This is an optimization exercise on Yosys and OpenROAD, whose aim is small area, not a production implementation. Only simulation tests tie the RTL to the original design; equivalence was not proved. Power and IR drop assume default switching activity.

**flow/cts_args**
```
-sink_clustering_enable -repair_clock_nets -sink_clustering_size 12 -sink_clustering_max_diameter 60 -dont_use_dummy_load -buf_list {sky130_fd_sc_hd__clkbuf_4 sky130_fd_sc_hd__clkbuf_8} -root_buf sky130_fd_sc_hd__clkbuf_16
```
**flow/run.sh**
```bash
#!/bin/bash
# The standard layout with these changes:
#  - synthesis maps each 2:1 mux (the registers' clock enables) to an a22o cell with a shared
#    inverted select (flow/mux_a22o.v), then maps the rest of the logic with an area-oriented
#    ABC script (flow/area.abc) instead of ORFS's speed script. The flip-flops are mapped
#    before ABC runs, so they are the standard synthesis's;
#  - every input and output port gets the smallest buffer (buf_1);
#  - clock tree synthesis takes its arguments from flow/cts_args when that file exists.
set -euo pipefail
W=$PWD
# synthesis script: synth_recipe.tcl with a wrapper around ABC's logic mapping
{
  head -n 1 synth_recipe.tcl
  cat <<TCL
proc abc {args} {
  set i [lsearch -exact \$args -script]
  if {\$i >= 0 && [string match *abc_speed.script [lindex \$args [expr {\$i + 1}]]]} {
    yosys techmap -map $W/flow/mux_a22o.v \$::env(DESIGN_NAME)
    yosys opt_merge
    lset args [expr {\$i + 1}] $W/flow/area.abc
  }
  yosys abc {*}\$args
}
TCL
  tail -n +2 synth_recipe.tcl
} > own_synth.tcl
sed "s#SYNTH_SCRIPT=[^ ]*synth_recipe.tcl#SYNTH_SCRIPT=$W/own_synth.tcl#" standard.sh > own_standard.sh
grep -q "SYNTH_SCRIPT=$W/own_synth.tcl" own_standard.sh
# clock tree synthesis arguments, if flow/cts_args gives them
if [[ -f flow/cts_args ]]; then
  export CTS_ARGS="$(cat flow/cts_args)"
fi
export BUFFER_PORTS_ARGS="-buffer_cell sky130_fd_sc_hd__buf_1"
bash own_standard.sh > own_flow.log 2>&1
```
**design.v**
```verilog
module ecc_enc (
  input  [71:0] d_i,
  output [79:0] q_o
);
  wire e0 = d_i[11] ^ d_i[12];
  wire e1 = d_i[13] ^ d_i[14];
  wire e2 = d_i[15] ^ d_i[16];
  wire e3 = d_i[17] ^ d_i[18];
  wire e4 = d_i[19] ^ d_i[20];
  wire e5 = d_i[21] ^ d_i[22];
  wire e6 = d_i[23] ^ d_i[24];
  wire e7 = d_i[25] ^ d_i[41];
  wire e8 = d_i[42] ^ d_i[43];
  wire e9 = d_i[44] ^ d_i[45];
  wire e10 = d_i[46] ^ d_i[47];
  wire e11 = d_i[48] ^ d_i[49];
  wire e12 = d_i[50] ^ d_i[51];
  wire e13 = d_i[52] ^ d_i[53];
  wire e14 = d_i[54] ^ d_i[55];
  wire e15 = d_i[56] ^ e0;
  wire e16 = e1 ^ e2;
  wire e17 = e3 ^ e4;
  wire e18 = e5 ^ e6;
  wire e19 = e7 ^ e8;
  wire e20 = e9 ^ e10;
  wire e21 = e11 ^ e12;
  wire e22 = e13 ^ e14;
  wire e23 = e15 ^ e16;
  wire e24 = e17 ^ e18;
  wire e25 = e19 ^ e20;
  wire e26 = e21 ^ e22;
  wire e27 = e23 ^ e24;
  wire e28 = e25 ^ e26;
  wire e29 = e27 ^ e28;
  wire e30 = d_i[0] ^ d_i[13];
  wire e31 = d_i[1] ^ d_i[15];
  wire e32 = d_i[2] ^ d_i[16];
  wire e33 = d_i[3] ^ d_i[17];
  wire e34 = d_i[4] ^ d_i[19];
  wire e35 = d_i[5] ^ d_i[20];
  wire e36 = d_i[6] ^ d_i[21];
  wire e37 = d_i[7] ^ d_i[22];
  wire e38 = d_i[8] ^ d_i[23];
  wire e39 = d_i[9] ^ d_i[24];
  wire e40 = d_i[10] ^ d_i[25];
  wire e41 = d_i[26] ^ d_i[42];
  wire e42 = d_i[27] ^ d_i[43];
  wire e43 = d_i[28] ^ d_i[44];
  wire e44 = d_i[29] ^ d_i[45];
  wire e45 = d_i[30] ^ d_i[46];
  wire e46 = d_i[31] ^ d_i[47];
  wire e47 = d_i[32] ^ d_i[48];
  wire e48 = d_i[33] ^ d_i[49];
  wire e49 = d_i[34] ^ d_i[50];
  wire e50 = d_i[35] ^ d_i[51];
  wire e51 = d_i[36] ^ d_i[52];
  wire e52 = d_i[37] ^ d_i[53];
  wire e53 = d_i[38] ^ d_i[54];
  wire e54 = d_i[39] ^ d_i[55];
  wire e55 = d_i[40] ^ d_i[56];
  wire e56 = d_i[41] ^ e41;
  wire e57 = e42 ^ e43;
  wire e58 = e44 ^ e45;
  wire e59 = e46 ^ e47;
  wire e60 = e48 ^ e49;
  wire e61 = e50 ^ e51;
  wire e62 = e52 ^ e53;
  wire e63 = e54 ^ e55;
  wire e64 = e56 ^ e57;
  wire e65 = e58 ^ e59;
  wire e66 = e60 ^ e61;
  wire e67 = e62 ^ e63;
  wire e68 = e64 ^ e65;
  wire e69 = e66 ^ e67;
  wire e70 = e68 ^ e69;
  wire e71 = d_i[11] ^ e41;
  wire e72 = d_i[12] ^ e42;
  wire e73 = e30 ^ e43;
  wire e74 = d_i[14] ^ e44;
  wire e75 = e31 ^ e45;
  wire e76 = e32 ^ e46;
  wire e77 = e33 ^ e47;
  wire e78 = d_i[18] ^ e48;
  wire e79 = e34 ^ e49;
  wire e80 = e35 ^ e50;
  wire e81 = e36 ^ e51;
  wire e82 = e37 ^ e52;
  wire e83 = e38 ^ e53;
  wire e84 = e39 ^ e54;
  wire e85 = e40 ^ e55;
  wire e86 = d_i[57] ^ d_i[58];
  wire e87 = d_i[59] ^ d_i[60];
  wire e88 = d_i[61] ^ d_i[62];
  wire e89 = d_i[63] ^ d_i[64];
  wire e90 = d_i[65] ^ d_i[66];
  wire e91 = d_i[67] ^ d_i[68];
  wire e92 = d_i[69] ^ d_i[70];
  wire e93 = d_i[71] ^ e86;
  wire e94 = e87 ^ e88;
  wire e95 = e89 ^ e90;
  wire e96 = e91 ^ e92;
  wire e97 = e93 ^ e94;
  wire e98 = e95 ^ e96;
  wire e99 = e97 ^ e98;
  wire e100 = d_i[57] ^ e71;
  wire e101 = d_i[58] ^ e72;
  wire e102 = d_i[59] ^ e73;
  wire e103 = d_i[60] ^ e74;
  wire e104 = d_i[61] ^ e75;
  wire e105 = d_i[62] ^ e76;
  wire e106 = d_i[63] ^ e77;
  wire e107 = d_i[64] ^ e78;
  wire e108 = d_i[65] ^ e79;
  wire e109 = d_i[66] ^ e80;
  wire e110 = d_i[67] ^ e81;
  wire e111 = d_i[68] ^ e82;
  wire e112 = d_i[69] ^ e83;
  wire e113 = d_i[70] ^ e84;
  wire e114 = d_i[71] ^ e85;
  wire e115 = e100 ^ e102;
  wire e116 = e104 ^ e106;
  wire e117 = e108 ^ e110;
  wire e118 = e112 ^ e114;
  wire e119 = e115 ^ e116;
  wire e120 = e117 ^ e118;
  wire e121 = e119 ^ e120;
  wire e122 = d_i[41] ^ e100;
  wire e123 = e101 ^ e102;
  wire e124 = e103 ^ e104;
  wire e125 = e105 ^ e106;
  wire e126 = e107 ^ e108;
  wire e127 = e109 ^ e110;
  wire e128 = e111 ^ e112;
  wire e129 = e113 ^ e114;
  wire e130 = e123 ^ e125;
  wire e131 = e127 ^ e129;
  wire e132 = e130 ^ e131;
  wire e133 = e122 ^ e123;
  wire e134 = e124 ^ e125;
  wire e135 = e126 ^ e127;
  wire e136 = e128 ^ e129;
  wire e137 = e134 ^ e136;
  wire e138 = e133 ^ e134;
  wire e139 = e135 ^ e136;
  wire e140 = e138 ^ e139;
  wire e141 = e99 ^ e29;
  wire e142 = e70 ^ e121;
  wire e143 = e132 ^ e137;
  wire e144 = e139 ^ e141;
  wire e145 = e140 ^ e142;
  wire e146 = e143 ^ e144;
  wire e147 = e145 ^ e146;
  assign q_o[2] = d_i[0];
  assign q_o[4] = d_i[1];
  assign q_o[5] = d_i[2];
  assign q_o[6] = d_i[3];
  assign q_o[8] = d_i[4];
  assign q_o[9] = d_i[5];
  assign q_o[10] = d_i[6];
  assign q_o[11] = d_i[7];
  assign q_o[12] = d_i[8];
  assign q_o[13] = d_i[9];
  assign q_o[14] = d_i[10];
  assign q_o[16] = d_i[11];
  assign q_o[17] = d_i[12];
  assign q_o[18] = d_i[13];
  assign q_o[19] = d_i[14];
  assign q_o[20] = d_i[15];
  assign q_o[21] = d_i[16];
  assign q_o[22] = d_i[17];
  assign q_o[23] = d_i[18];
  assign q_o[24] = d_i[19];
  assign q_o[25] = d_i[20];
  assign q_o[26] = d_i[21];
  assign q_o[27] = d_i[22];
  assign q_o[28] = d_i[23];
  assign q_o[29] = d_i[24];
  assign q_o[30] = d_i[25];
  assign q_o[32] = d_i[26];
  assign q_o[33] = d_i[27];
  assign q_o[34] = d_i[28];
  assign q_o[35] = d_i[29];
  assign q_o[36] = d_i[30];
  assign q_o[37] = d_i[31];
  assign q_o[38] = d_i[32];
  assign q_o[39] = d_i[33];
  assign q_o[40] = d_i[34];
  assign q_o[41] = d_i[35];
  assign q_o[42] = d_i[36];
  assign q_o[43] = d_i[37];
  assign q_o[44] = d_i[38];
  assign q_o[45] = d_i[39];
  assign q_o[46] = d_i[40];
  assign q_o[47] = d_i[41];
  assign q_o[48] = d_i[42];
  assign q_o[49] = d_i[43];
  assign q_o[50] = d_i[44];
  assign q_o[51] = d_i[45];
  assign q_o[52] = d_i[46];
  assign q_o[53] = d_i[47];
  assign q_o[54] = d_i[48];
  assign q_o[55] = d_i[49];
  assign q_o[56] = d_i[50];
  assign q_o[57] = d_i[51];
  assign q_o[58] = d_i[52];
  assign q_o[59] = d_i[53];
  assign q_o[60] = d_i[54];
  assign q_o[61] = d_i[55];
  assign q_o[62] = d_i[56];
  assign q_o[64] = d_i[57];
  assign q_o[65] = d_i[58];
  assign q_o[66] = d_i[59];
  assign q_o[67] = d_i[60];
  assign q_o[68] = d_i[61];
  assign q_o[69] = d_i[62];
  assign q_o[70] = d_i[63];
  assign q_o[71] = d_i[64];
  assign q_o[72] = d_i[65];
  assign q_o[73] = d_i[66];
  assign q_o[74] = d_i[67];
  assign q_o[75] = d_i[68];
  assign q_o[76] = d_i[69];
  assign q_o[77] = d_i[70];
  assign q_o[78] = d_i[71];
  assign q_o[0] = e121;
  assign q_o[1] = e132;
  assign q_o[3] = e137;
  assign q_o[7] = e139;
  assign q_o[15] = e29;
  assign q_o[31] = e70;
  assign q_o[63] = e99;
  assign q_o[79] = e147;
endmodule
module ecc_dec (
  input             rst_ni,
  input             clk_i,
  input             clkena_i,
  input      [79:0] d_i,
  output reg [71:0] q_o,
  output     [7:0]  syndrome_o,
  output            sb_err_o,
  output            db_err_o,
  output            sb_fix_o
);
  wire x0 = d_i[0] ^ d_i[2];
  wire x1 = d_i[4] ^ d_i[6];
  wire x2 = d_i[8] ^ d_i[10];
  wire x3 = d_i[12] ^ d_i[14];
  wire x4 = d_i[16] ^ d_i[18];
  wire x5 = d_i[20] ^ d_i[22];
  wire x6 = d_i[24] ^ d_i[26];
  wire x7 = d_i[28] ^ d_i[30];
  wire x8 = d_i[32] ^ d_i[34];
  wire x9 = d_i[36] ^ d_i[38];
  wire x10 = d_i[40] ^ d_i[42];
  wire x11 = d_i[44] ^ d_i[46];
  wire x12 = d_i[48] ^ d_i[50];
  wire x13 = d_i[52] ^ d_i[54];
  wire x14 = d_i[56] ^ d_i[58];
  wire x15 = d_i[60] ^ d_i[62];
  wire x16 = d_i[64] ^ d_i[66];
  wire x17 = d_i[68] ^ d_i[70];
  wire x18 = d_i[72] ^ d_i[74];
  wire x19 = d_i[76] ^ d_i[78];
  wire x20 = x0 ^ x1;
  wire x21 = x2 ^ x3;
  wire x22 = x4 ^ x5;
  wire x23 = x6 ^ x7;
  wire x24 = x8 ^ x9;
  wire x25 = x10 ^ x11;
  wire x26 = x12 ^ x13;
  wire x27 = x14 ^ x15;
  wire x28 = x16 ^ x17;
  wire x29 = x18 ^ x19;
  wire x30 = x20 ^ x21;
  wire x31 = x22 ^ x23;
  wire x32 = x24 ^ x25;
  wire x33 = x26 ^ x27;
  wire x34 = x28 ^ x29;
  wire x35 = x30 ^ x31;
  wire x36 = x32 ^ x33;
  wire x37 = x34 ^ x35;
  wire x38 = x36 ^ x37;
  wire x39 = d_i[79] ^ d_i[0];
  wire x40 = d_i[1] ^ d_i[2];
  wire x41 = d_i[3] ^ d_i[4];
  wire x42 = d_i[5] ^ d_i[6];
  wire x43 = d_i[7] ^ d_i[8];
  wire x44 = d_i[9] ^ d_i[10];
  wire x45 = d_i[11] ^ d_i[12];
  wire x46 = d_i[13] ^ d_i[14];
  wire x47 = d_i[15] ^ d_i[16];
  wire x48 = d_i[17] ^ d_i[18];
  wire x49 = d_i[19] ^ d_i[20];
  wire x50 = d_i[21] ^ d_i[22];
  wire x51 = d_i[23] ^ d_i[24];
  wire x52 = d_i[25] ^ d_i[26];
  wire x53 = d_i[27] ^ d_i[28];
  wire x54 = d_i[29] ^ d_i[30];
  wire x55 = d_i[31] ^ d_i[32];
  wire x56 = d_i[33] ^ d_i[34];
  wire x57 = d_i[35] ^ d_i[36];
  wire x58 = d_i[37] ^ d_i[38];
  wire x59 = d_i[39] ^ d_i[40];
  wire x60 = d_i[41] ^ d_i[42];
  wire x61 = d_i[43] ^ d_i[44];
  wire x62 = d_i[45] ^ d_i[46];
  wire x63 = d_i[47] ^ d_i[48];
  wire x64 = d_i[49] ^ d_i[50];
  wire x65 = d_i[51] ^ d_i[52];
  wire x66 = d_i[53] ^ d_i[54];
  wire x67 = d_i[55] ^ d_i[56];
  wire x68 = d_i[57] ^ d_i[58];
  wire x69 = d_i[59] ^ d_i[60];
  wire x70 = d_i[61] ^ d_i[62];
  wire x71 = d_i[63] ^ d_i[64];
  wire x72 = d_i[65] ^ d_i[66];
  wire x73 = d_i[67] ^ d_i[68];
  wire x74 = d_i[69] ^ d_i[70];
  wire x75 = d_i[71] ^ d_i[72];
  wire x76 = d_i[73] ^ d_i[74];
  wire x77 = d_i[75] ^ d_i[76];
  wire x78 = d_i[77] ^ d_i[78];
  wire x79 = x40 ^ x42;
  wire x80 = x44 ^ x46;
  wire x81 = x48 ^ x50;
  wire x82 = x52 ^ x54;
  wire x83 = x56 ^ x58;
  wire x84 = x60 ^ x62;
  wire x85 = x64 ^ x66;
  wire x86 = x68 ^ x70;
  wire x87 = x72 ^ x74;
  wire x88 = x76 ^ x78;
  wire x89 = x79 ^ x80;
  wire x90 = x81 ^ x82;
  wire x91 = x83 ^ x84;
  wire x92 = x85 ^ x86;
  wire x93 = x87 ^ x88;
  wire x94 = x89 ^ x90;
  wire x95 = x91 ^ x92;
  wire x96 = x93 ^ x94;
  wire x97 = x95 ^ x96;
  wire x98 = x39 ^ x40;
  wire x99 = x41 ^ x42;
  wire x100 = x43 ^ x44;
  wire x101 = x45 ^ x46;
  wire x102 = x47 ^ x48;
  wire x103 = x49 ^ x50;
  wire x104 = x51 ^ x52;
  wire x105 = x53 ^ x54;
  wire x106 = x55 ^ x56;
  wire x107 = x57 ^ x58;
  wire x108 = x59 ^ x60;
  wire x109 = x61 ^ x62;
  wire x110 = x63 ^ x64;
  wire x111 = x65 ^ x66;
  wire x112 = x67 ^ x68;
  wire x113 = x69 ^ x70;
  wire x114 = x71 ^ x72;
  wire x115 = x73 ^ x74;
  wire x116 = x75 ^ x76;
  wire x117 = x77 ^ x78;
  wire x118 = x99 ^ x101;
  wire x119 = x103 ^ x105;
  wire x120 = x107 ^ x109;
  wire x121 = x111 ^ x113;
  wire x122 = x115 ^ x117;
  wire x123 = x118 ^ x119;
  wire x124 = x120 ^ x121;
  wire x125 = x122 ^ x123;
  wire x126 = x124 ^ x125;
  wire x127 = x98 ^ x99;
  wire x128 = x100 ^ x101;
  wire x129 = x102 ^ x103;
  wire x130 = x104 ^ x105;
  wire x131 = x106 ^ x107;
  wire x132 = x108 ^ x109;
  wire x133 = x110 ^ x111;
  wire x134 = x112 ^ x113;
  wire x135 = x114 ^ x115;
  wire x136 = x116 ^ x117;
  wire x137 = x128 ^ x130;
  wire x138 = x132 ^ x134;
  wire x139 = x136 ^ x137;
  wire x140 = x138 ^ x139;
  wire x141 = x127 ^ x128;
  wire x142 = x129 ^ x130;
  wire x143 = x131 ^ x132;
  wire x144 = x133 ^ x134;
  wire x145 = x135 ^ x136;
  wire x146 = x142 ^ x144;
  wire x147 = x141 ^ x142;
  wire x148 = x143 ^ x144;
  wire x149 = x147 ^ x148;
  wire x150 = x145 ^ x149;
  wire [6:0] syn = {x145, x148, x146, x140, x126, x97, x38};
  wire [71:0] dat = {d_i[78], d_i[77], d_i[76], d_i[75], d_i[74], d_i[73], d_i[72], d_i[71], d_i[70], d_i[69], d_i[68], d_i[67], d_i[66], d_i[65], d_i[64], d_i[62], d_i[61], d_i[60], d_i[59], d_i[58], d_i[57], d_i[56], d_i[55], d_i[54], d_i[53], d_i[52], d_i[51], d_i[50], d_i[49], d_i[48], d_i[47], d_i[46], d_i[45], d_i[44], d_i[43], d_i[42], d_i[41], d_i[40], d_i[39], d_i[38], d_i[37], d_i[36], d_i[35], d_i[34], d_i[33], d_i[32], d_i[30], d_i[29], d_i[28], d_i[27], d_i[26], d_i[25], d_i[24], d_i[23], d_i[22], d_i[21], d_i[20], d_i[19], d_i[18], d_i[17], d_i[16], d_i[14], d_i[13], d_i[12], d_i[11], d_i[10], d_i[9], d_i[8], d_i[6], d_i[5], d_i[4], d_i[2]};
  reg [71:0] d1;
  reg [6:0]  s1;
  reg        p1;
  reg [6:0]  s2;
  reg        p2;
  wire [7:0] lo = 8'd1 << s1[2:0];
  wire [9:0] hi;
  genvar u;
  generate for (u = 0; u < 10; u = u + 1) begin : g_hi
    assign hi[u] = (s1[6:3] == u);
  end endgenerate
  wire [71:0] fix;
  assign fix[0] = hi[0] & lo[3];
  assign fix[1] = hi[0] & lo[5];
  assign fix[2] = hi[0] & lo[6];
  assign fix[3] = hi[0] & lo[7];
  assign fix[4] = hi[1] & lo[1];
  assign fix[5] = hi[1] & lo[2];
  assign fix[6] = hi[1] & lo[3];
  assign fix[7] = hi[1] & lo[4];
  assign fix[8] = hi[1] & lo[5];
  assign fix[9] = hi[1] & lo[6];
  assign fix[10] = hi[1] & lo[7];
  assign fix[11] = hi[2] & lo[1];
  assign fix[12] = hi[2] & lo[2];
  assign fix[13] = hi[2] & lo[3];
  assign fix[14] = hi[2] & lo[4];
  assign fix[15] = hi[2] & lo[5];
  assign fix[16] = hi[2] & lo[6];
  assign fix[17] = hi[2] & lo[7];
  assign fix[18] = hi[3] & lo[0];
  assign fix[19] = hi[3] & lo[1];
  assign fix[20] = hi[3] & lo[2];
  assign fix[21] = hi[3] & lo[3];
  assign fix[22] = hi[3] & lo[4];
  assign fix[23] = hi[3] & lo[5];
  assign fix[24] = hi[3] & lo[6];
  assign fix[25] = hi[3] & lo[7];
  assign fix[26] = hi[4] & lo[1];
  assign fix[27] = hi[4] & lo[2];
  assign fix[28] = hi[4] & lo[3];
  assign fix[29] = hi[4] & lo[4];
  assign fix[30] = hi[4] & lo[5];
  assign fix[31] = hi[4] & lo[6];
  assign fix[32] = hi[4] & lo[7];
  assign fix[33] = hi[5] & lo[0];
  assign fix[34] = hi[5] & lo[1];
  assign fix[35] = hi[5] & lo[2];
  assign fix[36] = hi[5] & lo[3];
  assign fix[37] = hi[5] & lo[4];
  assign fix[38] = hi[5] & lo[5];
  assign fix[39] = hi[5] & lo[6];
  assign fix[40] = hi[5] & lo[7];
  assign fix[41] = hi[6] & lo[0];
  assign fix[42] = hi[6] & lo[1];
  assign fix[43] = hi[6] & lo[2];
  assign fix[44] = hi[6] & lo[3];
  assign fix[45] = hi[6] & lo[4];
  assign fix[46] = hi[6] & lo[5];
  assign fix[47] = hi[6] & lo[6];
  assign fix[48] = hi[6] & lo[7];
  assign fix[49] = hi[7] & lo[0];
  assign fix[50] = hi[7] & lo[1];
  assign fix[51] = hi[7] & lo[2];
  assign fix[52] = hi[7] & lo[3];
  assign fix[53] = hi[7] & lo[4];
  assign fix[54] = hi[7] & lo[5];
  assign fix[55] = hi[7] & lo[6];
  assign fix[56] = hi[7] & lo[7];
  assign fix[57] = hi[8] & lo[1];
  assign fix[58] = hi[8] & lo[2];
  assign fix[59] = hi[8] & lo[3];
  assign fix[60] = hi[8] & lo[4];
  assign fix[61] = hi[8] & lo[5];
  assign fix[62] = hi[8] & lo[6];
  assign fix[63] = hi[8] & lo[7];
  assign fix[64] = hi[9] & lo[0];
  assign fix[65] = hi[9] & lo[1];
  assign fix[66] = hi[9] & lo[2];
  assign fix[67] = hi[9] & lo[3];
  assign fix[68] = hi[9] & lo[4];
  assign fix[69] = hi[9] & lo[5];
  assign fix[70] = hi[9] & lo[6];
  assign fix[71] = hi[9] & lo[7];
  always @(posedge clk_i)
    if (clkena_i) begin
      d1 <= dat; s1 <= syn; p1 <= x150;
    end
  reg v1;
  always @(posedge clk_i or negedge rst_ni)
    if (!rst_ni)        v1 <= 1'b0;
    else if (clkena_i) v1 <= 1'b1;
  wire ld   = clkena_i & v1;
  wire hold = ~clkena_i;
  always @(posedge clk_i or negedge rst_ni)
    if (!rst_ni) begin
      q_o <= 72'h0; s2 <= 7'h0; p2 <= 1'b0;
    end else begin
      q_o <= ({72{ld}} & (d1 ^ fix)) | ({72{hold}} & q_o);
      s2  <= ({7{ld}} & s1) | ({7{hold}} & s2);
      p2  <= (ld & p1) | (hold & p2);
    end
  wire nz = |s2;
  wire pow2 = ~|(s2 & (s2 - 7'd1));
  assign syndrome_o = {p2, s2};
  assign sb_err_o   =  p2 & nz;
  assign db_err_o   = ~p2 & nz;
  assign sb_fix_o   =  p2 & nz & ~pow2;
endmodule
module ecc_codec (
  input  logic        clk,
  input  logic        rst_n,      
  input  logic        en,         
  input  logic [71:0] enc_d,      
  output logic [79:0] enc_q,      
  input  logic [79:0] dec_d,      
  output logic [71:0] dec_q,      
  output logic [7:0]  dec_syndrome,
  output logic        dec_sb_err,
  output logic        dec_db_err,
  output logic        dec_sb_fix
);
  logic [71:0] enc_r;
  always_ff @(posedge clk or negedge rst_n)
    if (!rst_n)  enc_r <= 72'h0;
    else if (en) enc_r <= enc_d;
  ecc_enc enc_inst (
    .d_i ( enc_r ),
    .q_o ( enc_q ));
  ecc_dec dec_inst (
    .rst_ni     ( rst_n        ),
    .clk_i      ( clk          ),
    .clkena_i   ( en           ),
    .d_i        ( dec_d        ),
    .q_o        ( dec_q        ),
    .syndrome_o ( dec_syndrome ),
    .sb_err_o   ( dec_sb_err   ),
    .db_err_o   ( dec_db_err   ),
    .sb_fix_o   ( dec_sb_fix   ));
endmodule
```
**standard.sh**
```bash
#!/bin/bash
# synth_recipe.tcl (not shown) runs the flow's synth.tcl, then flattens the netlist and writes it again
# the make line also repeats each setting of config.mk as NAME=value (left out here)
make -C /OpenROAD-flow-scripts/flow DESIGN_CONFIG=/design/flow/config.mk WORK_HOME=/design/flow/orfs CLKGATE_MAP_FILE= SYNTH_SCRIPT=/design/flow/synth_recipe.tcl "${@:-finish}"
```
**constraint.sdc**
```tcl
create_clock -name core_clock -period 4.0 [get_ports {clk}]
set_input_delay 0.8000 -clock core_clock [delete_from_list [all_inputs] [get_ports {clk}]]
set_output_delay 0.8000 -clock core_clock [all_outputs]
set_load 0.01 [all_outputs]
```
**flow/mux_a22o.v**
```verilog
// Each 2:1 mux as an a22o cell with an inverted select; opt_merge shares the inverters.
module \$_MUX_ (input A, input B, input S, output Y);
  wire sn;
  \$_NOT_ inv (.A(S), .Y(sn));
  sky130_fd_sc_hd__a22o_1 _TECHMAP_REPLACE_ (.A1(S), .A2(B), .B1(sn), .B2(A), .X(Y));
endmodule
```
**flow/area.abc**
```
&get -n
&st
&synch2
&nf -R 1000
&put
```
**config.mk**
```make
export PLATFORM = sky130hd
export DESIGN_NAME = ecc_codec
export DESIGN_NICKNAME = ecc_codec
export VERILOG_FILES = /design/flow/design.v
export SDC_FILE = /design/flow/constraint.sdc
export NUM_CORES = 4
export LEC_CHECK = 0
export CAP_MARGIN = 20
export CORE_MARGIN = 2
export CORE_UTILIZATION = 65
export SLEW_MARGIN = 20
```
==> impl_metrics.csv, run 1 <==
group,metric,value,unit
status,status,"timing/DRC/antenna clean",
floorplan,row_count,48,
worst_setup_path,worstPathArrival,2.97,ns
placed_design,dp_slack,0.730,ns
hold_path,holdCritPathClass,"input port to async pin",
sta,timing.final.crit_share,0.942,
worst_setup_path,start_kind,"flip-flop",
global_route,grt_use_total,0.318,
sta,period_needed,3.77,ns
sta,relSlewSlack,0.273,
power,p_leak,4.95,nW
sta,worstMarginPinSlew,1.09,ns
cts,postCtsSetupRepairBufs,0,
sta,drv_slew,0,
power,switching_share,0.389,
floorplan,die_w,136,um
sta,fin_ws,0.230,ns
global_route,grt_pass1_wl,44700,um
placed_design,gp_congestion,0.949,
global_route,grt_pass1_vias,8065,
global_route,grt_overflow_total,0,
detailed_routing,routedWlPerCell,20.8,um
placed_design,dpl.cell_count,1424,
layout,final_layout_size_suffix_gt1_frac,0.0311,
global_route,top_usage_layer,"met2",
run,maxCapViolCount,0,
synth,ys.warnings.count,2,
sta,hold_viol,0,
cts,hold_buffers,0,
cts,cts-buffers-inserted,23,
cts,cts-root-buf,"clkbuf_16",
global_route,met2_usage,0.544,
worst_setup_path,crit_required,3.20,ns
worst_setup_path,reg2reg_depth,5,
power,ir_worst_vdd,0.00118,V
floorplan,core,17200,um^2
power,p_clk_frac,0.166,
worst_setup_path,r2r_setup_slack,1.73,ns
worst_setup_path,timing.rr.start,"dec_inst.s1[1]",
synth,synth_seq_cells,233,
worst_setup_path,cp-end-kind,"output pin",
placed_design,hpwl,21800,um
detailed_routing,route.detailed.drc,0,
layout,final_cell_count_no_fill,1447,
global_route,antenna_found_initial,0,
layout,diodes,0,
layout,fillers,1181,
sta,timing.hold.ws,0.373,ns
detailed_routing,dr.pass1.iters,5,
worst_setup_path,crit_family,"XOR/XNOR gates",
cts,cts_max_level,1,
detailed_routing,dr_total_vias,8179,
sta,grt_setup_unrepaired,"no",
sta,finClkSkew,0.0387,ns
global_route,grt_max_degree,152,
floorplan,start_util,0.662,
floorplan,io_pins,318,
power,power_frac_comb,0.462,
sta,setup_viol,0,
synth,ys_types,24,
worst_setup_path,cp_max_fo,4,
power,power.share.sequential,0.373,
worst_setup_path,cpMaxStageDelayCell,"dfrtp_1",
worst_setup_path,crit_path_frequent_cell,"xnor2_1",
detailed_routing,wl,30100,um
synth,synth_nets,1036,
synth,synth-seq-area-share,0.548,
worst_setup_path,path_buf_inv,1,
detailed_routing,drtIter0Drc,588,
cts,clockBufferDepth,3,
cts,clk-insertion-delay-late,0.49,ns
sta,max_clock_freq,265,MHz
cts,cts_sinks,233,
worst_setup_path,timing.rr.end,"dec_inst.q_o[29]",
placed_design,numPortBuffers,317,
cts,clkTransAtPathRegs,0.08,ns
synth,syn_area_per_cell,12.9,um^2
worst_setup_path,crit_type,"flip-flop to output pin",
sta,finalSetupTns,0,ns
floorplan,fp.dieArea,18600,um^2
worst_setup_path,critPathMaxStageDelay,0.43,ns
global_route,gr-usage-met3,0.0533,
layout,nNetsFinal,1379,
power,p_switching,3.20,mW
floorplan,fp.dieH,136,um
detailed_routing,vias_per_cell,5.65,
power,p_int,5.03,mW
worst_setup_path,crit_path_cell_trace,"xor2_1 > xnor2_1 > xnor2_1 > xnor2_1 > xnor2_2 > xnor2_1 > xnor2_1 > xnor2_1 > xnor2_1 > buf_1",
layout,multi_input_area,5070,um^2
layout,regArea,6230,um^2
detailed_routing,ant_nets,0,
global_route,use_met1,0.410,
cts,ctsResizeCount,0,
layout,syn2layout_area_growth,16.7,%
synth,syn_inst,881,
synth,netlist_area,11400,um^2
power,power_density,620,nW/um^2
cts,cts_tree,"built",
## cell usage in the layout, fill, tap and decap left out, types with 2 or more instances in the layout
master	instances
nand3_1	2
buf_1	315
xnor2_1	328
nand2_1	79
nor3b_1	3
xor2_1	36
a22o_1	150
edfxtp_1	80
nand2b_1	4
nor2_1	9
clkbuf_4	2
clkbuf_16	3
nor3_1	7
buf_12	4
o21ai_0	4
buf_4	6
dfrtp_1	153
clkinv_1	4
clkbuf_8	20
xnor3_1	2
## kinds of logic after synthesis
family          count (synthesis)  share of synthesized area
compound gates                157                      0.119
xor+xnor                      367                      0.285
fa+ha+maj                       1                   0.000880
buf+inv                        14                    0.00759
flops                         233                      0.548
other cells                     1                   0.000330
simple gates                  108                     0.0396
## through the flow
stage	total power [mW]	util	instance area, um^2
after global placement	6.81	0.752	12900
after CTS	8.22	0.772	13300
after detailed placement	6.86	0.752	12900
final	8.23	0.773	13300
after floorplan	6.13	-	11400
after global routing	8.63	0.773	13300
## flip-flops by register name (all words and copies together) (netlist names)
| register | cells |
|---|---|
| dec_inst.s2 | 7 |
| dec_inst.d1 | 72 |
| dec_inst.p2 | 1 |
| dec_inst.v1 | 1 |
| dec_inst.p1 | 1 |
| dec_inst.q_o | 72 |
| dec_inst.s1 | 7 |
| enc_r | 72 |
## Yosys cell counts
library cell | n | area share
edfxtp_1 | 80 | 0.21
nor2_1 | 9 | 0.0030
nor3_1 | 7 | 0.0031
dfrtp_1 | 153 | 0.34
conb_1 | 1 | 0.00033
buf_4 | 9 | 0.0059
and3b_1 | 1 | 0.00077
xnor2_1 | 329 | 0.25
nand2b_1 | 4 | 0.0022
clkinv_1 | 5 | 0.0016
maj3_1 | 1 | 0.00088
a22o_1 | 150 | 0.12
a21oi_1 | 1 | 0.00044
and2_0 | 1 | 0.00055
xor2_1 | 36 | 0.028
nand3_1 | 2 | 0.00088
o21ai_0 | 4 | 0.0018
nor4_1 | 1 | 0.00055
nand2_1 | 79 | 0.026
a31oi_1 | 1 | 0.00055
a221oi_1 | 1 | 0.00077
xnor3_1 | 2 | 0.0040
nor3b_1 | 3 | 0.0020
and3_1 | 1 | 0.00055
## how the worst max path moves through the flow
stage	depth (start not counted)	to	startpoint
detailed placement	10	enc_q[79]	enc_r[39]
global placement	10	enc_q[79]	enc_r[40]
CTS	10	enc_q[79]	enc_r[39]
floorplan	2	dec_inst.v1	en
finish	10	enc_q[79]	enc_r[39]
global route	10	enc_q[79]	enc_r[39]
## cell type report
type,instances,area share
flip-flops and latches,233,0.469
repair buffers,327,0.0996
inverters,5,0.00160
clock buffers,23,0.0264
well taps,225,0.0212
multi-input cells,634,0.382
## power by group through the flow
stage	combinational [mW]	clock [mW]	sequential (mW)
6_report	3.80	1.36	3.07
3_5_place_dp	3.76	0	3.11
5_1_grt	4.06	1.47	3.10
3_3_place_gp	3.72	0	3.09
2_1_floorplan	2.99	0	3.13
4_1_cts	3.78	1.38	3.06
## per-layer routing
metal  vias up  part of all wire
li1       3743                 -
met1      4026              0.39
met2       340              0.50
met3        70             0.070
met4         0             0.036
met5         -                 0
==> run 2: changes to the inputs <==
==> flow/cts_args (replaced) <==
-sink_clustering_enable -repair_clock_nets -sink_clustering_size 10 -sink_clustering_max_diameter 50 -dont_use_dummy_load -buf_list {sky130_fd_sc_hd__clkbuf_4} -root_buf sky130_fd_sc_hd__clkbuf_16
--- a/config.mk
+++ b/config.mk
@@ -7,5 +7,7 @@
 export LEC_CHECK = 0
 export CAP_MARGIN = 20
 export CORE_MARGIN = 2
-export CORE_UTILIZATION = 65
+export CORE_UTILIZATION = 40
+export CTS_CLUSTER_DIAMETER = 80
+export CTS_CLUSTER_SIZE = 20
 export SLEW_MARGIN = 20
==> run 2 against run 1 <==
Highest routed layer unchanged. Sequential share of layout area decreased by 0.78 points. Global-route usage decreased by 9.7 points. Sequential power about the same. Synthesized cell count unchanged. Combinational power decreased by 2%.
==> impl_metrics.csv, run 2 <==
group,metric,value,unit
layout,reg_top3,"dec_inst.d1: 72 flops, dec_inst.q_o: 72 flops, enc_r: 72 flops",
synth,yosys.area.top_type,"dfrtp_1",
power,ir_worst_vdd,0.000636,V
global_route,antenna_found_initial,2,
worst_setup_path,cp-end-kind,"output pin",
synth,netlist_area,11400,um^2
worst_setup_path,crit_required,3.20,ns
sta,worstMarginPinSlew,1.08,ns
cts,cts_tree,"built",
worst_setup_path,timing.rr.start,"dec_inst.s1[1]",
sta,period_needed,3.73,ns
cts,postCtsSetupRepairBufs,0,
sta,setup_viol,0,
global_route,grt_use_total,0.221,
floorplan,start_util,0.408,
detailed_routing,dr.pass1.iters,4,
worst_setup_path,reg2reg_depth,5,
synth,synth_top_area_frac,0.337,
power,power_density,609,nW/um^2
power,p_leak,4.99,nW
synth,syn_inst,881,
detailed_routing,dr_total_vias,8127,
worst_setup_path,timing.rr.end,"dec_inst.q_o[53]",
power,p_switching,3.18,mW
layout,final_layout_size_suffix_gt1_frac,0.0452,
sta,relSlewSlack,0.273,
synth,netlist_top_cells_area,"dfrtp_1, xnor2_1, edfxtp_1",
power,p_clk_frac,0.174,
global_route,gr-usage-met3,0.0526,
cts,hold_buffers,0,
cts,cts_max_level,2,
power,total_power,8.22,mW
synth,syn_area_per_cell,12.9,um^2
layout,final_cell_mix,"xnor2_1, buf_1, dfrtp_1, a22o_1, edfxtp_1",
global_route,met2_usage,0.381,
sta,hold_viol,0,
cts,cts-root-buf,"clkbuf_16",
global_route,grt_pass1_wl,50500,um
synth,synth_seq_cells,233,
placed_design,numPortBuffers,317,
placed_design,gp_congestion,0.840,
worst_setup_path,start_kind,"flip-flop",
global_route,use_met1,0.280,
run,maxCapViolCount,0,
synth,synth_commonest_cells,"xnor2_1, dfrtp_1, a22o_1",
worst_setup_path,crit_type,"flip-flop to output pin",
synth,ys.warnings.count,2,
cts,cts-buffers-inserted,37,
placed_design,dp_slack,0.751,ns
placed_design,hpwl,24400,um
sta,finalSetupTns,0,ns
synth,synthArstFlopShare,0.657,
floorplan,fp.dieH,173,um
sta,grt_setup_unrepaired,"no",
worst_setup_path,worstPathArrival,2.93,ns
floorplan,fp.dieArea,29800,um^2
status,status,"timing/DRC/antenna clean",
synth,ys.flop_type,"dfrtp_1",
cts,clkTransAtPathRegs,0.11,ns
power,p_int,5.04,mW
synth,synth-seq-area-share,0.548,
worst_setup_path,cp_max_fo,4,
floorplan,row_count,61,
placed_design,dpl.cell_count,1581,
cts,cts_sinks,233,
hold_path,holdCritPathClass,"input port to async pin",
detailed_routing,route.detailed.drc,0,
synth,yosysMostFrequentCell,"xnor2_1",
synth,synth-edff-count,80,
cts,clockBufferDepth,3,
detailed_routing,drtIter0Drc,371,
power,switching_share,0.387,
sta,finClkSkew,0.0610,ns
synth,synth_nets,1036,
detailed_routing,vias_per_cell,5.02,
detailed_routing,ant_nets,0,
sta,drv_slew,0,
global_route,grt_pass1_vias,8316,
power,power_frac_comb,0.451,
global_route,top_usage_layer,"met2",
synth,ys_types,24,
floorplan,io_pins,318,
layout,syn2layout_area_growth,18.7,%
detailed_routing,routedWlPerCell,20.8,um
global_route,grt_max_degree,85,
layout,final_cell_count_no_fill,1620,
layout,nNetsFinal,1397,
detailed_routing,wl,33700,um
sta,max_clock_freq,268,MHz
floorplan,core,27900,um^2
power,power.share.sequential,0.375,
cts,ctsResizeCount,0,
sta,timing.final.crit_share,0.932,
floorplan,die_w,173,um
layout,final_common_cell,"xnor2_1",
worst_setup_path,r2r_setup_slack,1.75,ns
global_route,grt_overflow_total,0,
cts,clk-insertion-delay-late,0.50,ns
sta,fin_ws,0.273,ns
[run 2: cell count changes in the layout (fill, tap and decap cells not counted), sizes merged]
| cell | delta |
|---|---|
| clkbuf | +14 |
| diode | +2 |
| buf | +4 |
[run 2: cell type report]
| cell class | instances | area [um^2] |
|---|---|---|
| diodes | 2 | 5.00 |
| clock buffers | 37 | 365 |
| fillers | 2651 | 14400 |
| inverters | 5 | 21.3 |
| multi-input cells | 634 | 5070 |
| flip-flops and latches | 233 | 6230 |
| well taps | 378 | 473 |
| repair buffers | 331 | 1340 |
[run 2: worst max-delay path by stage]
stage / from / endpoint / depth (start not counted)
after global routing: enc_r[40] / enc_q[79] / 10
final: enc_r[40] / enc_q[79] / 10
after global placement: enc_r[40] / enc_q[79] / 10
after detailed placement: enc_r[40] / enc_q[79] / 10
after CTS: enc_r[40] / enc_q[79] / 10
after floorplan: en / dec_inst.v1 / 2
[run 2: critical path, cell delays in order, from the launching register on]
cell and delay, ns:
dfrtp_1 0.43, xor2_1 0.18, xnor2_1 0.26, xnor2_1 0.22, xnor2_1 0.17, xnor2_1 0.38, xnor2_1 0.19, xnor2_1 0.15
xnor2_1 0.15, xnor2_1 0.15, buf_1 0.17
[run 2: power groups by stage]
stage	clock, mW	combinational [mW]	sequential [mW]
2_1_floorplan	0	2.99	3.13
3_3_place_gp	0	3.74	3.12
3_5_place_dp	0	3.75	3.13
4_1_cts	1.50	3.76	3.08
5_1_grt	1.59	4.01	3.12
6_report	1.43	3.71	3.08
[run 2: kinds of logic after synthesis]
group | Yosys count | share of synthesized area
buf+inv | 14 | 0.00759
compound gates | 157 | 0.119
xor+xnor | 367 | 0.285
flops | 233 | 0.548
simple gates | 108 | 0.0396
fa+ha+maj | 1 | 0.000880
other cells | 1 | 0.000330
[run 2: routing by layer]
metal	routed length, um	share of wire	vias to the layer above
met3	2360	0.070	51
met4	629	0.019	0
met2	16400	0.49	306
met1	14300	0.42	3962
met5	0	0	-
li1	-	-	3808
[run 2: metrics by stage]
step	hold WS (ns)	utilization	area, um^2
after global routing	0.413	0.484	13500
after floorplan	0.439	-	11400
after global placement	0.454	0.471	13100
after CTS	0.385	0.484	13500
final	0.381	0.485	13500
after detailed placement	0.465	0.471	13100
==> run 3: changes to the inputs <==
--- a/design.v
+++ b/design.v
@@ -2,154 +2,147 @@
   input  [71:0] d_i,
   output [79:0] q_o
 );
-  wire e0 = d_i[11] ^ d_i[12];
-  wire e1 = d_i[13] ^ d_i[14];
-  wire e2 = d_i[15] ^ d_i[16];
-  wire e3 = d_i[17] ^ d_i[18];
-  wire e4 = d_i[19] ^ d_i[20];
-  wire e5 = d_i[21] ^ d_i[22];
-  wire e6 = d_i[23] ^ d_i[24];
-  wire e7 = d_i[25] ^ d_i[41];
-  wire e8 = d_i[42] ^ d_i[43];
-  wire e9 = d_i[44] ^ d_i[45];
-  wire e10 = d_i[46] ^ d_i[47];
-  wire e11 = d_i[48] ^ d_i[49];
-  wire e12 = d_i[50] ^ d_i[51];
-  wire e13 = d_i[52] ^ d_i[53];
-  wire e14 = d_i[54] ^ d_i[55];
-  wire e15 = d_i[56] ^ e0;
-  wire e16 = e1 ^ e2;
-  wire e17 = e3 ^ e4;
-  wire e18 = e5 ^ e6;
-  wire e19 = e7 ^ e8;
-  wire e20 = e9 ^ e10;
-  wire e21 = e11 ^ e12;
-  wire e22 = e13 ^ e14;
-  wire e23 = e15 ^ e16;
-  wire e24 = e17 ^ e18;
-  wire e25 = e19 ^ e20;
-  wire e26 = e21 ^ e22;
-  wire e27 = e23 ^ e24;
-  wire e28 = e25 ^ e26;
-  wire e29 = e27 ^ e28;
-  wire e30 = d_i[0] ^ d_i[13];
-  wire e31 = d_i[1] ^ d_i[15];
-  wire e32 = d_i[2] ^ d_i[16];
-  wire e33 = d_i[3] ^ d_i[17];
-  wire e34 = d_i[4] ^ d_i[19];
-  wire e35 = d_i[5] ^ d_i[20];
-  wire e36 = d_i[6] ^ d_i[21];
-  wire e37 = d_i[7] ^ d_i[22];
-  wire e38 = d_i[8] ^ d_i[23];
-  wire e39 = d_i[9] ^ d_i[24];
-  wire e40 = d_i[10] ^ d_i[25];
-  wire e41 = d_i[26] ^ d_i[42];
-  wire e42 = d_i[27] ^ d_i[43];
-  wire e43 = d_i[28] ^ d_i[44];
-  wire e44 = d_i[29] ^ d_i[45];
-  wire e45 = d_i[30] ^ d_i[46];
-  wire e46 = d_i[31] ^ d_i[47];
-  wire e47 = d_i[32] ^ d_i[48];
-  wire e48 = d_i[33] ^ d_i[49];
-  wire e49 = d_i[34] ^ d_i[50];
-  wire e50 = d_i[35] ^ d_i[51];
-  wire e51 = d_i[36] ^ d_i[52];
-  wire e52 = d_i[37] ^ d_i[53];
-  wire e53 = d_i[38] ^ d_i[54];
-  wire e54 = d_i[39] ^ d_i[55];
-  wire e55 = d_i[40] ^ d_i[56];
-  wire e56 = d_i[41] ^ e41;
-  wire e57 = e42 ^ e43;
-  wire e58 = e44 ^ e45;
-  wire e59 = e46 ^ e47;
-  wire e60 = e48 ^ e49;
-  wire e61 = e50 ^ e51;
-  wire e62 = e52 ^ e53;
-  wire e63 = e54 ^ e55;
-  wire e64 = e56 ^ e57;
-  wire e65 = e58 ^ e59;
-  wire e66 = e60 ^ e61;
-  wire e67 = e62 ^ e63;
-  wire e68 = e64 ^ e65;
-  wire e69 = e66 ^ e67;
-  wire e70 = e68 ^ e69;
-  wire e71 = d_i[11] ^ e41;
-  wire e72 = d_i[12] ^ e42;
-  wire e73 = e30 ^ e43;
-  wire e74 = d_i[14] ^ e44;
-  wire e75 = e31 ^ e45;
-  wire e76 = e32 ^ e46;
-  wire e77 = e33 ^ e47;
-  wire e78 = d_i[18] ^ e48;
-  wire e79 = e34 ^ e49;
-  wire e80 = e35 ^ e50;
-  wire e81 = e36 ^ e51;
-  wire e82 = e37 ^ e52;
-  wire e83 = e38 ^ e53;
-  wire e84 = e39 ^ e54;
-  wire e85 = e40 ^ e55;
-  wire e86 = d_i[57] ^ d_i[58];
-  wire e87 = d_i[59] ^ d_i[60];
-  wire e88 = d_i[61] ^ d_i[62];
-  wire e89 = d_i[63] ^ d_i[64];
-  wire e90 = d_i[65] ^ d_i[66];
-  wire e91 = d_i[67] ^ d_i[68];
-  wire e92 = d_i[69] ^ d_i[70];
-  wire e93 = d_i[71] ^ e86;
-  wire e94 = e87 ^ e88;
-  wire e95 = e89 ^ e90;
-  wire e96 = e91 ^ e92;
-  wire e97 = e93 ^ e94;
-  wire e98 = e95 ^ e96;
-  wire e99 = e97 ^ e98;
-  wire e100 = d_i[57] ^ e71;
-  wire e101 = d_i[58] ^ e72;
-  wire e102 = d_i[59] ^ e73;
-  wire e103 = d_i[60] ^ e74;
-  wire e104 = d_i[61] ^ e75;
-  wire e105 = d_i[62] ^ e76;
-  wire e106 = d_i[63] ^ e77;
-  wire e107 = d_i[64] ^ e78;
-  wire e108 = d_i[65] ^ e79;
-  wire e109 = d_i[66] ^ e80;
-  wire e110 = d_i[67] ^ e81;
-  wire e111 = d_i[68] ^ e82;
-  wire e112 = d_i[69] ^ e83;
-  wire e113 = d_i[70] ^ e84;
-  wire e114 = d_i[71] ^ e85;
-  wire e115 = e100 ^ e102;
-  wire e116 = e104 ^ e106;
-  wire e117 = e108 ^ e110;
-  wire e118 = e112 ^ e114;
-  wire e119 = e115 ^ e116;
-  wire e120 = e117 ^ e118;
-  wire e121 = e119 ^ e120;
-  wire e122 = d_i[41] ^ e100;
-  wire e123 = e101 ^ e102;
-  wire e124 = e103 ^ e104;
-  wire e125 = e105 ^ e106;
-  wire e126 = e107 ^ e108;
-  wire e127 = e109 ^ e110;
-  wire e128 = e111 ^ e112;
-  wire e129 = e113 ^ e114;
-  wire e130 = e123 ^ e125;
-  wire e131 = e127 ^ e129;
-  wire e132 = e130 ^ e131;
-  wire e133 = e122 ^ e123;
-  wire e134 = e124 ^ e125;
-  wire e135 = e126 ^ e127;
-  wire e136 = e128 ^ e129;
-  wire e137 = e134 ^ e136;
-  wire e138 = e133 ^ e134;
-  wire e139 = e135 ^ e136;
-  wire e140 = e138 ^ e139;
-  wire e141 = e99 ^ e29;
-  wire e142 = e70 ^ e121;
-  wire e143 = e132 ^ e137;
-  wire e144 = e139 ^ e141;
-  wire e145 = e140 ^ e142;
-  wire e146 = e143 ^ e144;
-  wire e147 = e145 ^ e146;
+  wire e0 = d_i[41] ^ d_i[47];
+  wire e1 = d_i[53] ^ d_i[51];
+  wire e2 = d_i[43] ^ d_i[56];
+  wire e3 = d_i[44] ^ d_i[46];
+  wire e4 = d_i[54] ^ d_i[55];
+  wire e5 = d_i[50] ^ d_i[45];
+  wire e6 = d_i[42] ^ d_i[48];
+  wire e7 = d_i[52] ^ d_i[49];
+  wire e8 = e3 ^ e2;
+  wire e9 = e1 ^ e0;
+  wire e10 = e4 ^ e5;
+  wire e11 = e6 ^ e7;
+  wire e12 = e8 ^ e9;
+  wire e13 = e10 ^ e11;
+  wire e14 = e12 ^ e13;
+  wire e15 = d_i[12] ^ e3;
+  wire e16 = d_i[25] ^ d_i[55];
+  wire e17 = d_i[13] ^ e16;
+  wire e18 = e2 ^ e17;
+  wire e19 = d_i[16] ^ d_i[21];
+  wire e20 = d_i[48] ^ e19;
+  wire e21 = d_i[20] ^ d_i[52];
+  wire e22 = d_i[71] ^ d_i[58];
+  wire e23 = d_i[36] ^ d_i[63];
+  wire e24 = d_i[35] ^ d_i[27];
+  wire e25 = d_i[40] ^ d_i[31];
+  wire e26 = d_i[24] ^ d_i[59];
+  wire e27 = d_i[28] ^ d_i[62];
+  wire e28 = d_i[66] ^ d_i[70];
+  wire e29 = d_i[67] ^ d_i[32];
+  wire e30 = d_i[17] ^ d_i[39];
+  wire e31 = d_i[46] ^ d_i[51];
+  wire e32 = d_i[47] ^ e21;
+  wire e33 = e22 ^ e23;
+  wire e34 = e24 ^ e25;
+  wire e35 = e26 ^ e27;
+  wire e36 = e28 ^ e29;
+  wire e37 = e30 ^ e31;
+  wire e38 = e20 ^ e15;
+  wire e39 = e32 ^ e33;
+  wire e40 = e34 ^ e35;
+  wire e41 = e36 ^ e37;
+  wire e42 = e18 ^ e38;
+  wire e43 = e39 ^ e40;
+  wire e44 = e41 ^ e42;
+  wire e45 = e43 ^ e44;
+  wire e46 = d_i[38] ^ d_i[36];
+  wire e47 = d_i[26] ^ d_i[32];
+  wire e48 = d_i[69] ^ d_i[67];
+  wire e49 = d_i[23] ^ e1;
+  wire e50 = d_i[14] ^ e15;
+  wire e51 = d_i[29] ^ d_i[27];
+  wire e52 = d_i[11] ^ d_i[17];
+  wire e53 = e0 ^ e52;
+  wire e54 = d_i[57] ^ d_i[63];
+  wire e55 = d_i[64] ^ d_i[70];
+  wire e56 = d_i[33] ^ d_i[39];
+  wire e57 = d_i[18] ^ d_i[24];
+  wire e58 = d_i[50] ^ e57;
+  wire e59 = d_i[60] ^ d_i[58];
+  wire e60 = d_i[5] ^ d_i[0];
+  wire e61 = d_i[10] ^ d_i[2];
+  wire e62 = d_i[21] ^ d_i[56];
+  wire e63 = e59 ^ e56;
+  wire e64 = e55 ^ e54;
+  wire e65 = e51 ^ e48;
+  wire e66 = e47 ^ e46;
+  wire e67 = e60 ^ e61;
+  wire e68 = e62 ^ e58;
+  wire e69 = e53 ^ e49;
+  wire e70 = e63 ^ e64;
+  wire e71 = e65 ^ e66;
+  wire e72 = e67 ^ e50;
+  wire e73 = e68 ^ e69;
+  wire e74 = e70 ^ e71;
+  wire e75 = e72 ^ e73;
+  wire e76 = e74 ^ e75;
+  wire e77 = d_i[19] ^ d_i[49];
+  wire e78 = e77 ^ e50;
+  wire e79 = d_i[34] ^ d_i[40];
+  wire e80 = e51 ^ e79;
+  wire e81 = e80 ^ e14;
+  wire e82 = d_i[6] ^ d_i[2];
+  wire e83 = d_i[65] ^ d_i[71];
+  wire e84 = e59 ^ e83;
+  wire e85 = d_i[37] ^ d_i[35];
+  wire e86 = e47 ^ e85;
+  wire e87 = d_i[68] ^ d_i[66];
+  wire e88 = e54 ^ e87;
+  wire e89 = e84 ^ e88;
+  wire e90 = d_i[9] ^ d_i[0];
+  wire e91 = e90 ^ e45;
+  wire e92 = d_i[22] ^ d_i[54];
+  wire e93 = e21 ^ e92;
+  wire e94 = e53 ^ e93;
+  wire e95 = e94 ^ e78;
+  wire e96 = d_i[7] ^ d_i[4];
+  wire e97 = e82 ^ e16;
+  wire e98 = e96 ^ e86;
+  wire e99 = e97 ^ e89;
+  wire e100 = e98 ^ e99;
+  wire e101 = e95 ^ e81;
+  wire e102 = e100 ^ e101;
+  wire e103 = e91 ^ e102;
+  wire e104 = d_i[61] ^ d_i[59];
+  wire e105 = e55 ^ e104;
+  wire e106 = d_i[8] ^ e76;
+  wire e107 = d_i[15] ^ d_i[45];
+  wire e108 = e107 ^ e58;
+  wire e109 = e18 ^ e108;
+  wire e110 = d_i[3] ^ d_i[5];
+  wire e111 = e82 ^ e110;
+  wire e112 = d_i[30] ^ d_i[28];
+  wire e113 = e56 ^ e112;
+  wire e114 = e113 ^ e81;
+  wire e115 = d_i[1] ^ d_i[4];
+  wire e116 = e115 ^ e111;
+  wire e117 = e105 ^ e84;
+  wire e118 = e116 ^ e117;
+  wire e119 = e109 ^ e78;
+  wire e120 = e118 ^ e119;
+  wire e121 = e114 ^ e120;
+  wire e122 = e106 ^ e121;
+  wire e123 = d_i[7] ^ e115;
+  wire e124 = e123 ^ e76;
+  wire e125 = d_i[62] ^ e48;
+  wire e126 = e105 ^ e125;
+  wire e127 = e89 ^ e126;
+  wire e128 = d_i[31] ^ e46;
+  wire e129 = e86 ^ e128;
+  wire e130 = e129 ^ e114;
+  wire e131 = d_i[42] ^ e49;
+  wire e132 = e20 ^ e131;
+  wire e133 = e109 ^ e132;
+  wire e134 = e95 ^ e133;
+  wire e135 = e14 ^ e45;
+  wire e136 = e106 ^ e135;
+  wire e137 = e103 ^ e136;
+  wire e138 = e122 ^ e103;
+  wire e139 = d_i[10] ^ e111;
+  wire e140 = e139 ^ e91;
   assign q_o[2] = d_i[0];
   assign q_o[4] = d_i[1];
   assign q_o[5] = d_i[2];
@@ -222,14 +215,14 @@
   assign q_o[76] = d_i[69];
   assign q_o[77] = d_i[70];
   assign q_o[78] = d_i[71];
-  assign q_o[0] = e121;
-  assign q_o[1] = e132;
-  assign q_o[3] = e137;
-  assign q_o[7] = e139;
-  assign q_o[15] = e29;
-  assign q_o[31] = e70;
-  assign q_o[63] = e99;
-  assign q_o[79] = e147;
+  assign q_o[0] = e122;
+  assign q_o[1] = e140;
+  assign q_o[3] = e138;
+  assign q_o[7] = e137;
+  assign q_o[15] = e134;
+  assign q_o[31] = e130;
+  assign q_o[63] = e127;
+  assign q_o[79] = e124;
 endmodule
 module ecc_dec (
   input             rst_ni,
==> flow/cts_args (replaced) <==
-sink_clustering_enable -repair_clock_nets -sink_clustering_size 14 -sink_clustering_max_diameter 60 -dont_use_dummy_load -buf_list {sky130_fd_sc_hd__clkbuf_8} -root_buf sky130_fd_sc_hd__clkbuf_16
==> run 3 against run 2 <==
Critical path depth unchanged. Cell area up 0.68%. Power up 7.5%. Clock skew down 0.018 ns. Cell count down 0.86%. Clock power up 6%. Maximum frequency down 2.4%. Clock-buffer cell count down 9. Die area down 0.31%. Synthesized area down 0.32%. Synthesized cell count down 0.11%. Register-to-register slack better by 0.05 ns. Critical path type unchanged. Largest cell class unchanged. Highest routed layer is now met5.
==> impl_metrics.csv, run 3 <==
group,metric,value,unit
worst_setup_path,cp_max_fo,4,
sta,max_clock_freq,262,MHz
run,maxCapViolCount,0,
sta,relSlewSlack,0.276,
worst_setup_path,worstPathArrival,3.02,ns
worst_setup_path,reg2reg_depth,5,
hold_path,holdCritPathClass,"input port to async pin",
worst_setup_path,cp-end-kind,"output pin",
worst_setup_path,timing.rr.end,"dec_inst.q_o[45]",
global_route,grt_pass1_vias,8121,
floorplan,fp.dieArea,29700,um^2
synth,synth_nets,1035,
synth,ys.warnings.count,2,
status,status,"timing/DRC/antenna clean",
layout,final_util,0.488,
layout,diodes,0,
worst_setup_path,timing.rr.start,"dec_inst.s1[1]",
cts,postCtsSetupRepairBufs,0,
detailed_routing,routedWlPerCell,20.5,um
layout,syn2layout_area_growth,19.8,%
synth,synth_top_area_frac,0.338,
worst_setup_path,critPathMaxStageDelay,0.45,ns
synth,synth_commonest_cells,"xnor2_1, dfrtp_1, a22o_1",
floorplan,fp.dieH,172,um
sta,finalSetupTns,0,ns
worst_setup_path,crit_required,3.20,ns
power,power.share.sequential,0.348,
sta,grt_setup_unrepaired,"no",
worst_setup_path,cpMaxStageDelayCell,"dfrtp_1",
worst_setup_path,crit_type,"flip-flop to output pin",
power,p_int,5.34,mW
sta,finClkSkew,0.0431,ns
synth,yosysMostFrequentCell,"xnor2_1",
detailed_routing,drtIter0Drc,383,
power,power_density,651,nW/um^2
sta,worstMarginPinSlew,1.08,ns
cts,cts_sinks,233,
cts,hold_buffers,0,
placed_design,numPortBuffers,317,
cts,clk-insertion-delay-late,0.50,ns
sta,drv_slew,0,
cts,cts-buffers-inserted,28,
detailed_routing,vias_per_cell,4.99,
sta,setup_viol,0,
layout,final_cell_mix,"xnor2_1, buf_1, dfrtp_1, a22o_1, edfxtp_1",
worst_setup_path,crit_path_frequent_cell,"xnor2_1",
synth,netlist_area,11300,um^2
power,ir_worst_vdd,0.000564,V
cts,clockBufferDepth,3,
floorplan,row_count,61,
floorplan,start_util,0.407,
layout,fillers,2620,
detailed_routing,wl,32900,um
layout,final_common_cell,"xnor2_1",
sta,timing.final.crit_share,0.954,
global_route,grt_max_degree,154,
synth,syn_area_per_cell,12.9,um^2
placed_design,gp_congestion,0.828,
detailed_routing,ant_nets,0,
sta,period_needed,3.82,ns
detailed_routing,dr.pass1.iters,5,
detailed_routing,route.detailed.drc,0,
power,p_switching,3.50,mW
synth,ys.flop_type,"dfrtp_1",
power,power_frac_comb,0.481,
worst_setup_path,start_kind,"flip-flop",
detailed_routing,dr_total_vias,8019,
global_route,grt_use_total,0.216,
floorplan,die_w,172,um
floorplan,io_pins,318,
cts,clkTransAtPathRegs,0.09,ns
synth,synth_seq_cells,233,
sta,hold_viol,0,
synth,syn_inst,880,
power,p_clk_frac,0.171,
worst_setup_path,startpoint,"enc_r[56]",
worst_setup_path,r2r_setup_slack,1.80,ns
synth,yosys.area.top_type,"dfrtp_1",
global_route,grt_pass1_wl,48000,um
sta,fin_ws,0.182,ns
layout,reg_top3,"dec_inst.d1: 72 flops, dec_inst.q_o: 72 flops, enc_r: 72 flops",
layout,nNetsFinal,1385,
synth,netlist_top_cells_area,"dfrtp_1, xnor2_1, edfxtp_1",
synth,synthArstFlopShare,0.657,
global_route,antenna_found_initial,1,
synth,synth-edff-count,80,
power,switching_share,0.396,
cts,cts_tree,"built",
layout,final_layout_size_suffix_gt1_frac,0.0472,
worst_setup_path,crit_path_cell_trace,"xor2_1 > xnor2_1 > xnor2_1 > xnor2_1 > xnor2_1 > xnor2_2 > xnor2_2 > xnor2_1 > xor2_1 > buf_1",
placed_design,dp_slack,0.478,ns
synth,ys_types,23,
floorplan,core,27900,um^2
global_route,grt_overflow_total,0,
placed_design,hpwl,23900,um
cts,cts-root-buf,"clkbuf_16",
cts,cts_max_level,1,
synth,synth-seq-area-share,0.549,
power,p_leak,5.02,nW
## run 3: changes by cell type after synthesis, sizes merged
cell	before	now
xor2	36	41
xnor2	329	325
xnor3	2	0
## run 3: what timing repair did
action                                  4_1_cts  5_1_grt
endpoints found under the setup margin        1        1
pin swaps                                     0        1
hold endpoints to repair                      0        0
gates resized for setup                       1        9
## run 3: worst max path at each step
stage	to	slack, ns	cells past startpoint
after floorplan	dec_inst.v1	0.34	2
after global placement	enc_q[3]	0.57	10
after detailed placement	enc_q[3]	0.48	10
after CTS	enc_q[3]	0.008	10
after global routing	enc_q[3]	0.001	10
final	enc_q[3]	0.18	10
## run 3: cells by family after synthesis
| family | after synthesis | share of synthesized area |
|---|---|---|
| xor+xnor | 366 | 0.283 |
| flops | 233 | 0.549 |
| compound gates | 157 | 0.119 |
| simple gates | 108 | 0.0397 |
| buf+inv | 14 | 0.00761 |
| fa+ha+maj | 1 | 0.000883 |
| other cells | 1 | 0.000331 |
## run 3: power by group through the flow
| stage | sequential (mW) | combinational (mW) | clock, mW |
|---|---|---|---|
| floorplan | 3.12 | 3.45 | 0 |
| global placement | 3.10 | 4.20 | 0 |
| detailed placement | 3.11 | 4.21 | 0 |
| CTS | 3.06 | 4.22 | 1.58 |
| global route | 3.11 | 4.61 | 1.66 |
| finish | 3.07 | 4.26 | 1.51 |
## run 3: worst max-delay path, delay by kind of cell (launching register included)
kind | cells | cell delay, ns
flip-flops | 1 | 0.45
buffers and inverters | 1 | 0.16
XOR/XNOR | 9 | 1.88
## run 3: through the flow
stage / instances / instance area, um^2 / hold WS [ns] / power (mW)
5_1_grt: 1606 / 13600 / 0.489 / 9.38
2_1_floorplan: 880 / 11300 / 0.439 / 6.57
3_5_place_dp: 1578 / 13100 / 0.449 / 7.32
4_1_cts: 1606 / 13500 / 0.461 / 8.87
3_3_place_gp: 1578 / 13100 / 0.442 / 7.30
6_report: 1606 / 13600 / 0.455 / 8.84
## run 3: layout make-up
| cell class | count | area [um^2] | area share |
|---|---|---|---|
| clock buffer | 28 | 419 | 0.0308 |
| sequential | 233 | 6230 | 0.458 |
| tap | 378 | 473 | 0.0348 |
| timing repair buffer | 329 | 1330 | 0.0975 |
| inverter | 5 | 21.3 | 0.00157 |
| multi-input combinational | 633 | 5120 | 0.377 |
## run 3: routing by layer
layer	track usage	routed length (um)	vias up
li1	-	-	3762
met1	0.269	13600	3888
met2	0.374	15900	319
met3	0.0467	2340	48
met4	0.0647	971	2
met5	0	13	-
==> run 4: changes to the inputs <==
==> flow/cts_args (replaced) <==
-sink_clustering_enable -repair_clock_nets -sink_clustering_size 8 -sink_clustering_max_diameter 40 -dont_use_dummy_load -buf_list {sky130_fd_sc_hd__clkbuf_4} -root_buf sky130_fd_sc_hd__clkbuf_8
--- a/config.mk
+++ b/config.mk
@@ -7,7 +7,5 @@
 export LEC_CHECK = 0
 export CAP_MARGIN = 20
 export CORE_MARGIN = 2
-export CORE_UTILIZATION = 40
-export CTS_CLUSTER_DIAMETER = 80
-export CTS_CLUSTER_SIZE = 20
+export CORE_UTILIZATION = 65
 export SLEW_MARGIN = 20
==> run 4 against run 3 <==
Still clean on timing, DRC and antenna. Routed wire length fell by 10%. Sequential power barely moved. Sequential cell count did not move. Via count increased by 1.9%. Global-route usage grew 9.8 points. Hold slack got worse by 0.10 ns. Clock-buffer cell count is 9 higher. Critical path type unchanged. Critical endpoint unchanged. Largest cell class unchanged.
==> impl_metrics.csv, run 4 <==
group,metric,value,unit
layout,syn2layout_area_growth,16.5,%
worst_setup_path,timing.rr.start,"dec_inst.s1[6]",
placed_design,dpl_cell_area,12900,um^2
hold_path,holdCritPathClass,"input port to async pin",
synth,yosysMostFrequentCell,"xnor2_1",
layout,reg_top3,"dec_inst.d1: 72 flops, dec_inst.q_o: 72 flops, enc_r: 72 flops",
synth,synthArstFlopShare,0.657,
synth,synth_seq_cells,233,
synth,synth_nets,1035,
floorplan,fp.dieArea,18500,um^2
detailed_routing,routedWlPerCell,20.2,um
synth,synth_top_area_frac,0.338,
worst_setup_path,crit_required,3.20,ns
cts,hold_buffers,0,
sta,finClkSkew,0.0463,ns
worst_setup_path,cp_max_fo,4,
power,p_leak,4.96,nW
sta,fin_ws,0.111,ns
layout,regArea,6230,um^2
worst_setup_path,worstPathArrival,3.09,ns
power,power_density,648,nW/um^2
cts,cts-root-buf,"clkbuf_8",
power,ir_worst_vdd,0.00173,V
floorplan,core,17200,um^2
layout,final_cell_mix,"xnor2_1, buf_1, dfrtp_1, a22o_1, edfxtp_1",
detailed_routing,drtIter0Drc,490,
global_route,grt_overflow_total,0,
floorplan,fp.dieH,136,um
sta,hold_viol,0,
worst_setup_path,start_kind,"flip-flop",
sta,timing.final.crit_share,0.972,
detailed_routing,wl,29500,um
sta,period_needed,3.89,ns
layout,diodes,0,
sta,timing.hold.ws,0.351,ns
cts,clkTransAtPathRegs,0.10,ns
layout,final_common_cell,"xnor2_1",
detailed_routing,vias_per_cell,5.59,
synth,yosys.area.top_type,"dfrtp_1",
layout,final_util,0.770,
synth,ys.flop_type,"dfrtp_1",
floorplan,row_count,48,
status,status,"timing/DRC/antenna clean",
detailed_routing,dr_total_vias,8168,
placed_design,dpl.cell_count,1424,
synth,netlist_area,11300,um^2
floorplan,io_pins,318,
synth,ys_types,23,
layout,nNetsFinal,1394,
power,total_power,8.57,mW
worst_setup_path,timing.rr.end,"dec_inst.q_o[29]",
synth,synth-seq-area-share,0.549,
worst_setup_path,crit_type,"flip-flop to output pin",
placed_design,dp_slack,0.630,ns
layout,final_layout_size_suffix_gt1_frac,0.0469,
cts,cts-buffers-inserted,37,
global_route,grt_pass1_wl,43700,um
synth,syn_inst,880,
sta,drv_slew,0,
cts,cts_sinks,233,
cts,clockBufferDepth,3,
cts,clk-insertion-delay-late,0.54,ns
layout,stdcell_area,13200,um^2
global_route,grt_max_degree,95,
placed_design,numPortBuffers,317,
global_route,antenna_found_initial,0,
synth,netlist_top_cells_area,"dfrtp_1, xnor2_1, edfxtp_1",
cts,cts_tree,"built",
worst_setup_path,reg2reg_depth,5,
sta,max_clock_freq,257,MHz
sta,relSlewSlack,0.236,
run 4: cell counts after synthesis:
No cell type changed its count.
run 4: worst max path at each step:
stage,endpoint,slack (ns),cells past startpoint
after CTS,enc_q[3],0.07,10
after global placement,enc_q[3],0.70,10
after detailed placement,enc_q[3],0.63,10
after global routing,enc_q[3],-0.04,11
after floorplan,dec_inst.v1,0.34,2
final,enc_q[3],0.11,11
run 4: area by class of cell:
class                      instances  area share
inverter                           5     0.00161
multi-input combinational        633       0.383
timing repair buffer             329      0.0993
sequential                       233       0.471
clock buffer                      37      0.0234
tap                              225      0.0213
run 4: timing repair:
| item | in CTS | in global routing |
|---|---|---|
| endpoints found under the setup margin | 0 | 2 |
| setup buffers | 0 | 1 |
| gates resized for setup | 0 | 5 |
| endpoints found under the hold margin | 0 | 0 |
run 4: report_power, final:
| part | switching [mW] | total (mW) | leakage [nW] | internal (mW) |
|---|---|---|---|---|
| Combinational | 2.40 | 4.23 | 2.05 | 1.83 |
| Sequential | 0.253 | 3.05 | 2.73 | 2.80 |
| Clock | 0.797 | 1.28 | 0.183 | 0.485 |
| Total | 3.45 | 8.57 | 4.96 | 5.12 |
run 4: worst max-delay path, cell delays in order, from the launching register on:
cell     delay (ns)
dfrtp_1        0.44
xor2_1         0.29
xnor2_1        0.18
xnor2_1        0.16
xnor2_1        0.14
buf_4          0.15
xor2_1         0.27
xnor2_1        0.23
xnor2_1        0.13
xnor2_1        0.25
xor2_1         0.16
buf_1          0.16
run 4: cell families (layout without fill, tap and decap cells):
logic type / after synthesis / in the layout / share of synthesized area
AO/OA/AOI/OAI: 157 / 157 / 0.119
XOR/XNOR: 366 / 366 / 0.283
adder cells (fa/ha/maj): 1 / 1 / 0.000883
buffers and inverters: 14 / 371 / 0.00761
flip-flops: 233 / 233 / 0.549
other: 1 / 1 / 0.000331
AND/OR/NAND/NOR: 108 / 108 / 0.0397
run 4: metal layers:
layer | vias up | GRT usage | share of wire
li1 | 3789 | - | -
met1 | 3954 | 0.397 | 0.39
met2 | 358 | 0.529 | 0.50
met3 | 67 | 0.0597 | 0.077
met4 | 0 | 0.135 | 0.037
met5 | - | 0 | 0

[separate check: timing with driven ports]
Ports are ideal in the flow. The routed layouts listed here were re-timed in OpenROAD. Step 1 sets driving cells, clkbuf_16 on the clock port and buf_2 on the other inputs (assumed; they add their load-dependent delay and slew). Step 2, shift: input delay + t, output delay - t, t = (earliest + latest rising clock arrival at the registers) / 2. This alone moves slack from input paths to output paths. Slacks: no drivers / after step 1 / after step 2; pairs: no drivers / after step 1.
run	t, ns	slack for setup (ns)	worst setup path at the end
run 1	0.520	0.230 / 0.183 / 0.702	register to output
run 2	0.514	0.273 / 0.226 / 0.740	register to output
run 3	0.535	0.182 / 0.132 / 0.667	register to output
run 4	0.546	0.111 / 0.069 / 0.615	register to output
After both steps every run listed still meets setup and hold.
